Background: an optimization exercise with open tools, aiming at small area and a short achievable clock period. Do not read the settings as production practice. Only simulation tests tie the RTL to the original design; equivalence was not proved. No activity file was given, so power comes from the tool's default toggle rates.

## flow/run.sh

```bash
#!/bin/bash
# synth_recipe.tcl (not shown) runs the flow's synth.tcl, then flattens the netlist and writes it again
# the make line also repeats each setting of config.mk as NAME=value (left out here)
make -C /OpenROAD-flow-scripts/flow DESIGN_CONFIG=/design/flow/config.mk WORK_HOME=/design/flow/orfs CLKGATE_MAP_FILE= SYNTH_SCRIPT=/design/flow/synth_recipe.tcl finish
```

## flow/config.mk

```make
export PLATFORM = sky130hd
export DESIGN_NAME = cpu
export DESIGN_NICKNAME = cpu
export VERILOG_FILES = /design/flow/design.v
export SDC_FILE = /design/flow/constraint.sdc
export NUM_CORES = 4
export LEC_CHECK = 0
export CAP_MARGIN = 40
export CORE_MARGIN = 2
export CORE_UTILIZATION = 25
export PLACE_DENSITY = 0.4
export SLEW_MARGIN = 20
```

## flow/constraint.sdc

```tcl
create_clock -name core_clock -period 12.0 [get_ports {clk}]
set_input_delay 2.4000 -clock core_clock [delete_from_list [all_inputs] [get_ports {clk}]]
set_output_delay 2.4000 -clock core_clock [all_outputs]
set_load 0.01 [all_outputs]
```

## flow/design.v

```verilog
module cpu (
    input clk, 
    input reset,
    output reg [31:0] iaddr,
    input [31:0] idata,
    output reg [31:0] daddr,
    input [31:0] drdata,
    output reg [31:0] dwdata,
    output reg [3:0] dwe,
    output [32*32-1:0] registers
);
localparam case0 = 3'd0,
            case1 = 3'd1,
            case2 = 3'd2,
            case3 = 3'd3,
            case4 = 3'd4,
            case5 = 3'd5,
            case6 = 3'd6,
            case7 = 3'd7;
    reg [31:0] iaddr_b;
    reg [31:0] iaddr_q;
    reg [31:0] daddr_q;
    reg [31:0] dwdata_q;
    reg [3:0]  dwe_q;
    reg [31:0] gpr_data_in;
    reg [4:0] gpr_rd_add;
    reg [31:0] gpr_registers [0:31];
    reg [31:0] gpr_data_in_q;
    reg [4:0] gpr_rd_add_q;
    assign registers = {gpr_registers[31], gpr_registers[30], gpr_registers[29], gpr_registers[28], gpr_registers[27], gpr_registers[26], gpr_registers[25], gpr_registers[24], gpr_registers[23], gpr_registers[22], gpr_registers[21], gpr_registers[20], gpr_registers[19], gpr_registers[18], gpr_registers[17], gpr_registers[16], gpr_registers[15], gpr_registers[14], gpr_registers[13], gpr_registers[12], gpr_registers[11], gpr_registers[10], gpr_registers[9], gpr_registers[8], gpr_registers[7], gpr_registers[6], gpr_registers[5], gpr_registers[4], gpr_registers[3], gpr_registers[2], gpr_registers[1], gpr_registers[0]};
    integer i;
    reg we;
    reg we_q;
    reg flag_i;
    reg flag_r;
    reg flag_s;
    reg flag_b;
    reg flag_u;
    reg flag_i_q;
    reg flag_r_q;
    reg flag_s_q;
    reg flag_b_q;
    reg flag_u_q;
    always @(*) begin
        daddr = daddr_q;
        dwdata = dwdata_q;
        dwe = dwe_q;
        iaddr = iaddr_q;
        iaddr_b = iaddr_q;
        gpr_data_in = gpr_data_in_q;
        gpr_rd_add = gpr_rd_add_q;
        flag_i = flag_i_q;
        flag_r = flag_r_q;
        flag_s = flag_s_q;
        flag_b = flag_b_q;
        flag_u = flag_u_q;
        we = we_q;
        if (idata[6:0] == 7'b0000011 || ((idata[6:0] == 7'b0010011) && (idata[14:12] != 3'b001) && (idata[14:12] != 3'b101))) begin
            flag_i = 1;
            flag_r = 0;
            flag_s = 0;
            flag_b = 0;
            flag_u = 0;
        end
        else if (idata[6:4] == 3'b010) begin
            flag_s = 1;
            flag_i = 0;
            flag_r = 0;
            flag_b = 0;
            flag_u = 0;
        end
        else if (idata[6:0] == 7'b0010011 || idata[6:0] == 7'b0110011) begin
            flag_r = 1;
            flag_i = 0;
            flag_s = 0;
            flag_b = 0;
            flag_u = 0;
        end
        else if (idata[6:0] == 7'b1100011) begin
            flag_b = 1;
            flag_i = 0;
            flag_r = 0;
            flag_s = 0;
            flag_u = 0;
        end
        else if (idata[6:0] == 7'b0110111 || idata[6:0] == 7'b0010111) begin
            flag_b = 0;
            flag_i = 0;
            flag_r = 0;
            flag_s = 0;
            flag_u = 1;
        end
        else begin
            flag_b = 0;
            flag_i = 0;
            flag_r = 0;
            flag_s = 0;
            flag_u = 0;
        end
        if (flag_i == 1 && idata[6:4] == 3'b000) begin
            dwe = 0;
            case (idata[14:12])
                case0: begin
                    gpr_rd_add = idata[11:7];
                    daddr = gpr_registers[idata[19:15]] + {{20{idata[31]}}, idata[31:20]};
                    gpr_data_in = drdata >> {daddr[1:0], 3'b000};
                    gpr_data_in = {{24{gpr_data_in[7]}},gpr_data_in[7:0]};
                    we = 1;
                end
                case1: begin
                    gpr_rd_add = idata[11:7];
                    daddr = gpr_registers[idata[19:15]] + {{20{idata[31]}}, idata[31:20]};
                    gpr_data_in = drdata >> {daddr[1], 4'b0000};
                    gpr_data_in = {{16{gpr_data_in[15]}},gpr_data_in[15:0]};
                    we = 1;
                end
                case2: begin
                    gpr_rd_add = idata[11:7];
                    daddr = gpr_registers[idata[19:15]] + {{20{idata[31]}}, idata[31:20]};
                    gpr_data_in = drdata;
                    we = 1;
                end
                case4: begin
                    gpr_rd_add = idata[11:7];
                    daddr = gpr_registers[idata[19:15]] + {{20{idata[31]}}, idata[31:20]};
                    gpr_data_in = drdata >> {daddr[1:0], 3'b000};
                    gpr_data_in = {{24{1'b0}},gpr_data_in[7:0]};
                    we = 1;
                end
                case5: begin
                    gpr_rd_add = idata[11:7];
                    daddr = gpr_registers[idata[19:15]] + {{20{idata[31]}}, idata[31:20]};
                    gpr_data_in = drdata >> {daddr[1], 4'b0000};
                    gpr_data_in = {{16{1'b0}},gpr_data_in[15:0]};
                    we = 1;
                end
            endcase
        end
        else if (flag_i == 1 && idata[6:4] == 3'b001) begin
            dwe = 0;
            case (idata[14:12])
                case0: begin
                    gpr_rd_add = idata[11:7];
                    gpr_data_in = gpr_registers[idata[19:15]] + {{20{idata[31]}}, idata[31:20]};
                    we = 1;
                end
                case2: begin
                    gpr_rd_add = idata[11:7];
                    we = 1;
                    if(gpr_registers[idata[19:15]][31] == 0 && idata[31] == 0) begin
                        gpr_data_in = (gpr_registers[idata[19:15]] <  {{20{idata[31]}}, idata[31:20]}) ? 1 : 0;
                    end
                    else if(gpr_registers[idata[19:15]][31] == 0 && idata[31] == 1) begin
                        gpr_data_in = 0;
                    end
                    else if(gpr_registers[idata[19:15]][31] == 1 && idata[31] == 0) begin
                        gpr_data_in = 1;
                    end
                    else begin
                        gpr_data_in = (gpr_registers[idata[19:15]] <  {{20{idata[31]}}, idata[31:20]}) ? 1 : 0;
                    end
                end
                case3: begin
                    gpr_rd_add = idata[11:7];
                    we = 1;
                    gpr_data_in = (gpr_registers[idata[19:15]] <  {{20{idata[31]}}, idata[31:20]}) ? 1 : 0;
                end
                case4: begin
                    we = 1;
                    gpr_rd_add = idata[11:7];
                    gpr_data_in = (gpr_registers[idata[19:15]] ^  {{20{idata[31]}}, idata[31:20]});
                end
                case6: begin
                    we = 1;
                    gpr_rd_add = idata[11:7];
                    gpr_data_in = (gpr_registers[idata[19:15]] |  {{20{idata[31]}}, idata[31:20]});
                end
                case7: begin
                    we = 1;
                    gpr_rd_add = idata[11:7];
                    gpr_data_in = (gpr_registers[idata[19:15]] &  {{20{idata[31]}}, idata[31:20]});
                end
            endcase
        end
        else if (flag_s == 1) begin
            case(idata[14:12])
                case0: begin
                    we = 0;
                    daddr = gpr_registers[idata[19:15]] + {{20{idata[31]}}, idata[31:25], idata[11:7]};
                    dwdata = gpr_registers[idata[24:20]] << {daddr[1:0], 3'b000};
                    case(daddr[1:0])
                        0: dwe = 4'b0001;
                        1: dwe = 4'b0010;
                        2: dwe = 4'b0100;
                        3: dwe = 4'b1000;
                    endcase
                end
                case1: begin
                    we = 0;
                    daddr = gpr_registers[idata[19:15]] + {{20{idata[31]}}, idata[31:25], idata[11:7]};
                    dwdata = gpr_registers[idata[24:20]] << {daddr[1], 4'b0000};
                    dwe = 4'b0011;
                    case(daddr[1])
                        0: dwe = 4'b0011;
                        1: dwe = 4'b1100;
                    endcase
                end
                case2: begin
                    we = 0;
                    daddr = gpr_registers[idata[19:15]] + {{20{idata[31]}}, idata[31:25], idata[11:7]};
                    dwdata = gpr_registers[idata[24:20]];
                    dwe = 4'b1111;
                end
            endcase
        end
        else if (flag_r == 1) begin
            dwe = 0;
            if (idata[6:4] == 3'b001) begin
                case (idata[14:12])
                    case1: begin
                        gpr_rd_add = idata[11:7];
                        gpr_data_in = gpr_registers[idata[19:15]] << (idata[24:20]);
                        we = 1;
                    end
                    case5: begin
                        if(idata[30] == 0) begin
                            gpr_rd_add = idata[11:7];
                            gpr_data_in = gpr_registers[idata[19:15]] >> (idata[24:20]);
                            we = 1;
                        end
                        else begin
                            gpr_rd_add = idata[11:7];
                            gpr_data_in = $signed(gpr_registers[idata[19:15]]) >>> (idata[24:20]);
                            we = 1;
                        end
                    end
                endcase
            end
            else if(idata[6:4] == 3'b011) begin
                case(idata[14:12])
                    case0: begin
                        if(idata[30] == 0) begin
                            gpr_rd_add = idata[11:7];
                            gpr_data_in = gpr_registers[idata[19:15]] + gpr_registers[idata[24:20]];
                            we = 1;
                        end
                        else begin
                            gpr_rd_add = idata[11:7];
                            gpr_data_in = gpr_registers[idata[19:15]] - gpr_registers[idata[24:20]];
                            we = 1;
                        end
                    end
                    case1: begin
                        gpr_rd_add = idata[11:7];
                        gpr_data_in = gpr_registers[idata[19:15]] << (gpr_registers[idata[24:20]][4:0]);
                        we = 1;
                    end
                    case2: begin
                        we = 1;
                        gpr_rd_add = idata[11:7];
                        if(gpr_registers[idata[19:15]][31] == 0 && gpr_registers[idata[24:20]][31] == 0) begin
                            gpr_data_in = (gpr_registers[idata[19:15]] <  gpr_registers[idata[24:20]]) ? 1 : 0;
                        end
                        else if(gpr_registers[idata[19:15]][31] == 0 && gpr_registers[idata[24:20]][31] == 1) begin
                            gpr_data_in = 0;
                        end
                        else if(gpr_registers[idata[19:15]][31] == 1 && gpr_registers[idata[24:20]][31] == 0) begin
                            gpr_data_in = 1;
                        end
                        else begin
                            gpr_data_in = (gpr_registers[idata[19:15]] <  gpr_registers[idata[24:20]]) ? 1 : 0;
                        end
                    end
                    case3: begin
                        we = 1;
                        gpr_rd_add = idata[11:7];
                        gpr_data_in = (gpr_registers[idata[19:15]] <  gpr_registers[idata[24:20]]) ? 1 : 0;
                    end
                    case4: begin
                        we = 1;
                        gpr_rd_add = idata[11:7];
                        gpr_data_in = (gpr_registers[idata[19:15]] ^  gpr_registers[idata[24:20]]);
                    end
                    case5: begin
                        if(idata[30] == 0) begin
                            we = 1;
                            gpr_rd_add = idata[11:7];
                            gpr_data_in = gpr_registers[idata[19:15]] >>  (gpr_registers[idata[24:20]][4:0]);
                        end
                        else begin
                            we = 1;
                            gpr_rd_add = idata[11:7];
                            gpr_data_in = $signed(gpr_registers[idata[19:15]]) >>>  (gpr_registers[idata[24:20]][4:0]);
                        end
                    end
                    case6: begin
                        we = 1;
                        gpr_rd_add = idata[11:7];
                        gpr_data_in = (gpr_registers[idata[19:15]] |  gpr_registers[idata[24:20]]);
                    end
                    case7: begin
                        we = 1;
                        gpr_rd_add = idata[11:7];
                        gpr_data_in = (gpr_registers[idata[19:15]] & gpr_registers[idata[24:20]]);
                    end
                endcase
            end
        end
        else if (flag_b == 1) begin
            dwe = 0;
            case(idata[14:12])
                case0: begin
                    we = 0;
                    if(gpr_registers[idata[19:15]] == gpr_registers[idata[24:20]]) begin
                        iaddr_b = iaddr_q + {{20{idata[31]}}, idata[7], idata[30:25], idata[11:8], 1'b0};
                    end
                    else begin
                        iaddr_b = iaddr_q + 4;
                    end
                end
                case1: begin
                    we = 0;
                    if(gpr_registers[idata[19:15]] != gpr_registers[idata[24:20]]) begin
                        iaddr_b = iaddr_q + {{20{idata[31]}}, idata[7], idata[30:25], idata[11:8], 1'b0};
                    end
                    else begin
                        iaddr_b = iaddr_q + 4;
                    end
                end
                case4: begin
                    we = 0;
                    if(gpr_registers[idata[19:15]][31] == 0 && gpr_registers[idata[24:20]][31] == 0) begin
                        iaddr_b = (gpr_registers[idata[19:15]] <  gpr_registers[idata[24:20]]) ? (iaddr_q + {{20{idata[31]}}, idata[7], idata[30:25], idata[11:8], 1'b0}) : iaddr_q + 4;
                    end
                    else if(gpr_registers[idata[19:15]][31] == 1 && gpr_registers[idata[24:20]][31] == 0) begin
                        iaddr_b = iaddr_q + {{20{idata[31]}}, idata[7], idata[30:25], idata[11:8], 1'b0};
                    end
                    else if(gpr_registers[idata[19:15]][31] == 0 && gpr_registers[idata[24:20]][31] == 1) begin
                        iaddr_b = iaddr_q + 4;
                    end
                    else begin
                        iaddr_b = (gpr_registers[idata[19:15]] <  gpr_registers[idata[24:20]]) ? (iaddr_q + {{20{idata[31]}}, idata[7], idata[30:25], idata[11:8], 1'b0}) : iaddr_q + 4;
                    end
                end
                case5: begin
                    we = 0;
                    if(gpr_registers[idata[19:15]][31] == 0 && gpr_registers[idata[24:20]][31] == 0) begin
                        iaddr_b = (gpr_registers[idata[19:15]] >=  gpr_registers[idata[24:20]]) ? (iaddr_q + {{20{idata[31]}}, idata[7], idata[30:25], idata[11:8], 1'b0}) : iaddr_q + 4;
                    end
                    else if(gpr_registers[idata[19:15]][31] == 0 && gpr_registers[idata[24:20]][31] == 1) begin
                        iaddr_b = iaddr_q + {{20{idata[31]}}, idata[7], idata[30:25], idata[11:8], 1'b0};
                    end
                    else if(gpr_registers[idata[19:15]][31] == 1 && gpr_registers[idata[24:20]][31] == 0) begin
                        iaddr_b = iaddr_q + 4;
                    end
                    else begin
                        iaddr_b = (gpr_registers[idata[19:15]] >=  gpr_registers[idata[24:20]]) ? (iaddr_q + {{20{idata[31]}}, idata[7], idata[30:25], idata[11:8], 1'b0}) : iaddr_q + 4;
                    end
                end
                case6: begin
                    we = 0;
                    iaddr_b = (gpr_registers[idata[19:15]] <  gpr_registers[idata[24:20]]) ? (iaddr_q + {{20{idata[31]}}, idata[7], idata[30:25], idata[11:8], 1'b0}) : iaddr_q + 4;
                end
                case7: begin
                    we = 0;
                    iaddr_b = (gpr_registers[idata[19:15]] >=  gpr_registers[idata[24:20]]) ? (iaddr_q + {{20{idata[31]}}, idata[7], idata[30:25], idata[11:8], 1'b0}) : iaddr_q + 4;
                end
            endcase
        end
        else if (flag_u == 1) begin
            dwe = 0;
            if (idata[6:0] == 7'b0110111) begin
                gpr_rd_add = idata[11:7];
                gpr_data_in = {idata[31:12],{12{1'b0}}};
                we = 1;
            end
            else begin
                gpr_rd_add = idata[11:7];
                gpr_data_in = {idata[31:12],{12{1'b0}}} + iaddr_q;
                we = 1;
            end
        end
        else  if (idata[6:0] == 7'b1101111 || idata[6:0] == 7'b1100111) begin
            flag_b = 1;
            dwe = 0;
            if (idata[6:0] == 7'b1101111) begin
                gpr_rd_add = idata[11:7];
                gpr_data_in = iaddr_q + 4;
                iaddr_b = iaddr_q + ({{12{idata[31]}}, idata[19:12], idata[20], idata[30:21], 1'b0});
                we = 1;
            end
            else begin
                gpr_rd_add = idata[11:7];
                gpr_data_in = iaddr_q + 4;
                iaddr_b = (gpr_registers[idata[19:15]] + {{20{idata[31]}}, idata[31:20]})&(~(32'd1));
                we = 1;
            end
        end
    end
    always @(posedge clk) begin
        if (reset) begin
            daddr_q <= 0;
            dwdata_q <= 0;
            dwe_q <= 0;
            iaddr_q <= 0;
            gpr_data_in_q <= 0;
            gpr_rd_add_q <= 0;
            flag_i_q <= 0;
            flag_r_q <= 0;
            flag_s_q <= 0;
            flag_b_q <= 0;
            flag_u_q <= 0;
            we_q <= 0;
            for (i = 0; i < 32; i = i + 1) begin
                gpr_registers[i] <= 0;
            end
        end
        else begin
            if (flag_b == 0) begin
                iaddr_q <= iaddr + 4;
            end
            else begin
                iaddr_q <= iaddr_b;
            end
            if(gpr_rd_add == 0) begin
                gpr_registers[gpr_rd_add] <= 0;
            end
            else if (we) begin
                gpr_registers[gpr_rd_add] <= gpr_data_in;
            end
            else begin
            end           
            daddr_q <= daddr;
            dwdata_q <= dwdata;
            dwe_q <= dwe;
            gpr_data_in_q <= gpr_data_in;
            gpr_rd_add_q <= gpr_rd_add;
            flag_i_q <= flag_i;
            flag_r_q <= flag_r;
            flag_s_q <= flag_s;
            flag_b_q <= flag_b;
            flag_u_q <= flag_u;
            we_q <= we;
        end
    end
endmodule
```

==> summary.txt <==
stage by stage:
stage	worst slack [ns]	setup TNS (ns)	total power [mW]	hold slack, ns	utilization
floorplan	2.81	0	7.05	0.476	-
global placement	-0.0403	-0.0403	9.73	0.487	0.306
detailed placement	0.102	0	9.77	0.499	0.310
CTS	0.0946	0	14.6	0.512	0.325
global route	0.218	0	14.9	0.541	0.325
finish	0.211	0	14.7	0.509	0.325
cell usage after synthesis (174+ instances only):
cell      number  area share
nand2_1      550       0.024
o21ai_0      443       0.026
edfxtp_1    1024        0.36
nor3_1       266       0.015
a21oi_1      601       0.035
ha_1         279       0.040
nor2_1      1299       0.056
mux4_2       430        0.11
clkbuf_1     509       0.022
a22oi_1      275       0.024
buf_2        174       0.010
mux2i_1      542       0.063
state kept, by name (all words and copies together), names as in the netlist:
name / flops
gpr_rd_add_q: 5
gpr_data_in_q: 32
iaddr_q: 31
daddr_q: 32
dwe_q: 4
dwdata_q: 32
we_q: 1
gpr_registers: 1024
worst paths after layout:
path	startpoint	to	slack [ns]	depth (start not counted)
worst min register to register	daddr_q[1]$_SDFF_PP0_	daddr_q[1]$_SDFF_PP0_	0.51	2
worst max-delay path	idata[15]	daddr[29]	0.21	20
worst min-delay path	daddr_q[1]$_SDFF_PP0_	daddr_q[1]$_SDFF_PP0_	0.51	2
worst max register to register	gpr_registers[4][0]$_SDFFCE_PN0P_	gpr_registers[13][18]$_SDFFCE_PN0P_	4.33	21
cell families after synthesis:
family | Yosys count
AOI/OAI and AO/OA | 2373
xor gates and xnor gates | 177
adders and majority gates | 286
buffers and inverters | 1005
DFF | 1161
muxes | 998
other | 1
and+or+nand+nor | 2777
power groups by stage:
stage | clock network [mW] | logic [mW] | registers (mW)
6_report | 4.83 | 5.11 | 4.81
5_1_grt | 4.97 | 5.17 | 4.80
4_1_cts | 4.86 | 4.92 | 4.80
3_5_place_dp | 0 | 4.89 | 4.88
3_3_place_gp | 0 | 4.84 | 4.89
2_1_floorplan | 0 | 2.28 | 4.77
routing by layer:
layer	vias up	wire length, um	share of wire	GRT usage
li1	35740	-	-	-
met1	48333	272000	0.38	0.485
met2	7384	309000	0.44	0.592
met3	1484	79600	0.11	0.120
met4	24	46400	0.066	0.215
met5	-	462	0.00065	0
critical path, delay by kind of cell:
kind / cells / cell delay, ns
buffers and inverters: 9 / 2.92
adders and majority gates: 1 / 0.56
and+or+nand+nor: 2 / 0.66
xor gates and xnor gates: 1 / 0.20
AOI/OAI and AO/OA: 7 / 2.54
area by class of cell:
type / count / area share
Sequential cell: 1161 / 0.298
Clock buffer: 187 / 0.0360
Inverter: 168 / 0.00570
Clock inverter: 90 / 0.00799
Tap cell: 4578 / 0.0510
Timing Repair Buffer: 1827 / 0.159
Multi-Input combinational cell: 6644 / 0.441
Antenna cell: 29 / 0.000646
==> flow_metrics.py <==
metrics = {
    "run_status": {
        "status": "finished clean",
    },
    "clock_tree": {
        "post_cts_buffers": 0,
        "clk_pin_slew_ns": 0.06,
        "cts_num_sinks": 1161,
        "insertion_delay_ns": 0.90,
        "cts_made_buffers": 154,
        "h-tree-depth": 4,
        "tritoncts": "yes",
        "cts_root_buf": "clkbuf_16",
        "clockBufferDepth": 4,
        "ctsHoldBuffers": 0,
        "cts_resized": 0,
    },
    "layout": {
        "final_area_um2": 112000,
        "seqCellArea_um2": 33500,
        "final_common_cell": "nor2_1",
        "final_nets": 10308,
        "syn2layout_area_growth_pct": 29.9,
        "drive_gt1_frac": 0.158,
        "fillerInstances": 35606,
        "final_cell_count_no_fill": 14684,
        "multi_input_area_um2": 49600,
        "final_cell_mix": "nor2_1, clkdlybuf4s50_1, edfxtp_1",
    },
    "critical_path": {
        "cp_common_cell": "buf_4",
        "cp_max_fo": 13,
        "max_stage_delay_ns": 0.57,
        "cp.required_ns": 9.60,
        "startpoint_type": "input pin",
        "crit_path_top_delay_cell": "a221oi_1",
        "crit_chain": "clkdlybuf4s50_1 -> buf_4 -> nor3b_2 -> buf_4 -> a22oi_1 -> nand4_1 -> buf_4 -> inv_1 -> ha_1 -> a21oi_1 -> o21ai_0 -> a21oi_1 -> inv_1 -> a31oi_1 -> buf_4 -> o21ai_0 -> xnor2_1 -> a221oi_1 -> buf_4 -> clkdlybuf4s50_1",
        "critPathArrivalTime_ns": 9.39,
        "worst_setup_path_end_kind": "primary output",
        "critical_path_class": "in -> out",
    },
    "timing": {
        "rsz0062_at_grt": "false",
        "worst_slew_pin_slew_ns": 1.14,
        "fmax_mhz": 84.8,
        "slew_viol_final": 0,
        "fin_crit_sh": 0.982,
        "max_slew_margin": 0.243,
        "finalSetupViolations": 0,
        "fin_skew_ns": 0.0987,
        "period_minus_slack_ns": 11.79,
        "hold_viol_final": 0,
    },
    "run": {
        "max-cap-violations": 0,
    },
    "synth": {
        "ys_ff_latch": 1161,
        "synth_mux_area_frac": 0.178,
        "synth_compound_area_frac": 0.180,
        "synth-simple-area-share": 0.144,
        "synthArstFlopShare": 0,
        "synth_area_um2": 86500,
        "synth_flop_cell": "edfxtp_1",
        "syn_avg_cell_area_um2": 9.86,
        "yosysUniqueCellTypes": 110,
        "synthCells": 8778,
        "seq_area_frac_synth": 0.387,
        "synth_edf_count": 1024,
        "yosysWarnings": 1,
        "synth_fa_ha_area_frac": 0.0420,
        "synthXorXnorAreaFrac": 0.0179,
        "synth_top_family_by_area": "compound AO/OA/AOI/OAI gates",
    },
    "floorplan": {
        "die_h_um": 592,
        "num_rows": 216,
        "ios": 1190,
        "core_um2": 345000,
        "dieArea_um2": 351000,
        "start_util": 0.251,
        "die_w_um": 592,
    },
    "power_and_ir_drop": {
        "ir_drop_uv": 96.9,
        "combPwrFrac": 0.346,
        "switching_share": 0.401,
        "power.leakage_nw": 40.4,
        "p_int_mw": 8.83,
        "power_frac_clock": 0.327,
        "p_per_area_nw_per_um2": 131,
        "p_seq_frac": 0.326,
        "p_sw_mw": 5.92,
    },
    "routing": {
        "post_drt_via_cell_ratio": 6.33,
        "routed_wl_um": 708000,
        "vias": 92965,
        "wl_per_cell_um": 48.2,
        "first_pass_iters": 9,
        "drcViolationCount": 0,
        "final_antenna_net_count": 0,
        "initialDrtViolationCount": 14548,
    },
    "global_routing": {
        "grt_pass1_wl_um": 905000,
        "grt_overflow_total": 0,
        "grt_util_all_layers": 0.388,
        "antenna_found_initial": 59,
        "grt_pass1_vias": 86729,
        "grt_max_degree": 124,
    },
    "place": {
        "gp_congestion": 1.05,
        "post_dp_cell_area_um2": 107000,
        "dpl.hpwl_um": 539000,
        "dp_cells": 14364,
        "port_buffers": 1188,
    },
    "worst_hold_path": {
        "hold_class": "reg -> reg",
    },
}

separate check: timing with driven ports:
The results above use ideal ports. As a check the final layout listed here was re-extracted and re-timed, cells and wires unchanged. Step 1 sets driving cells, clkbuf_16 on the clock port and buf_2 on the other inputs (assumed; they add their load-dependent delay and slew). Step 2 also shifts input and output timing later by t, the mid clock arrival at the registers, as if the neighbouring blocks saw the same clock. Three values: ideal, step 1, step 2; two values: the first two.
shift t [ns]: 0.976
setup WS [ns]: 0.211 / 0.185 / 0.185
worst setup path after step 2: input to output
After both steps this run still meets setup and hold. The setup slack of this run moves by -0.026 ns with the drivers and by -0.026 ns with both steps.
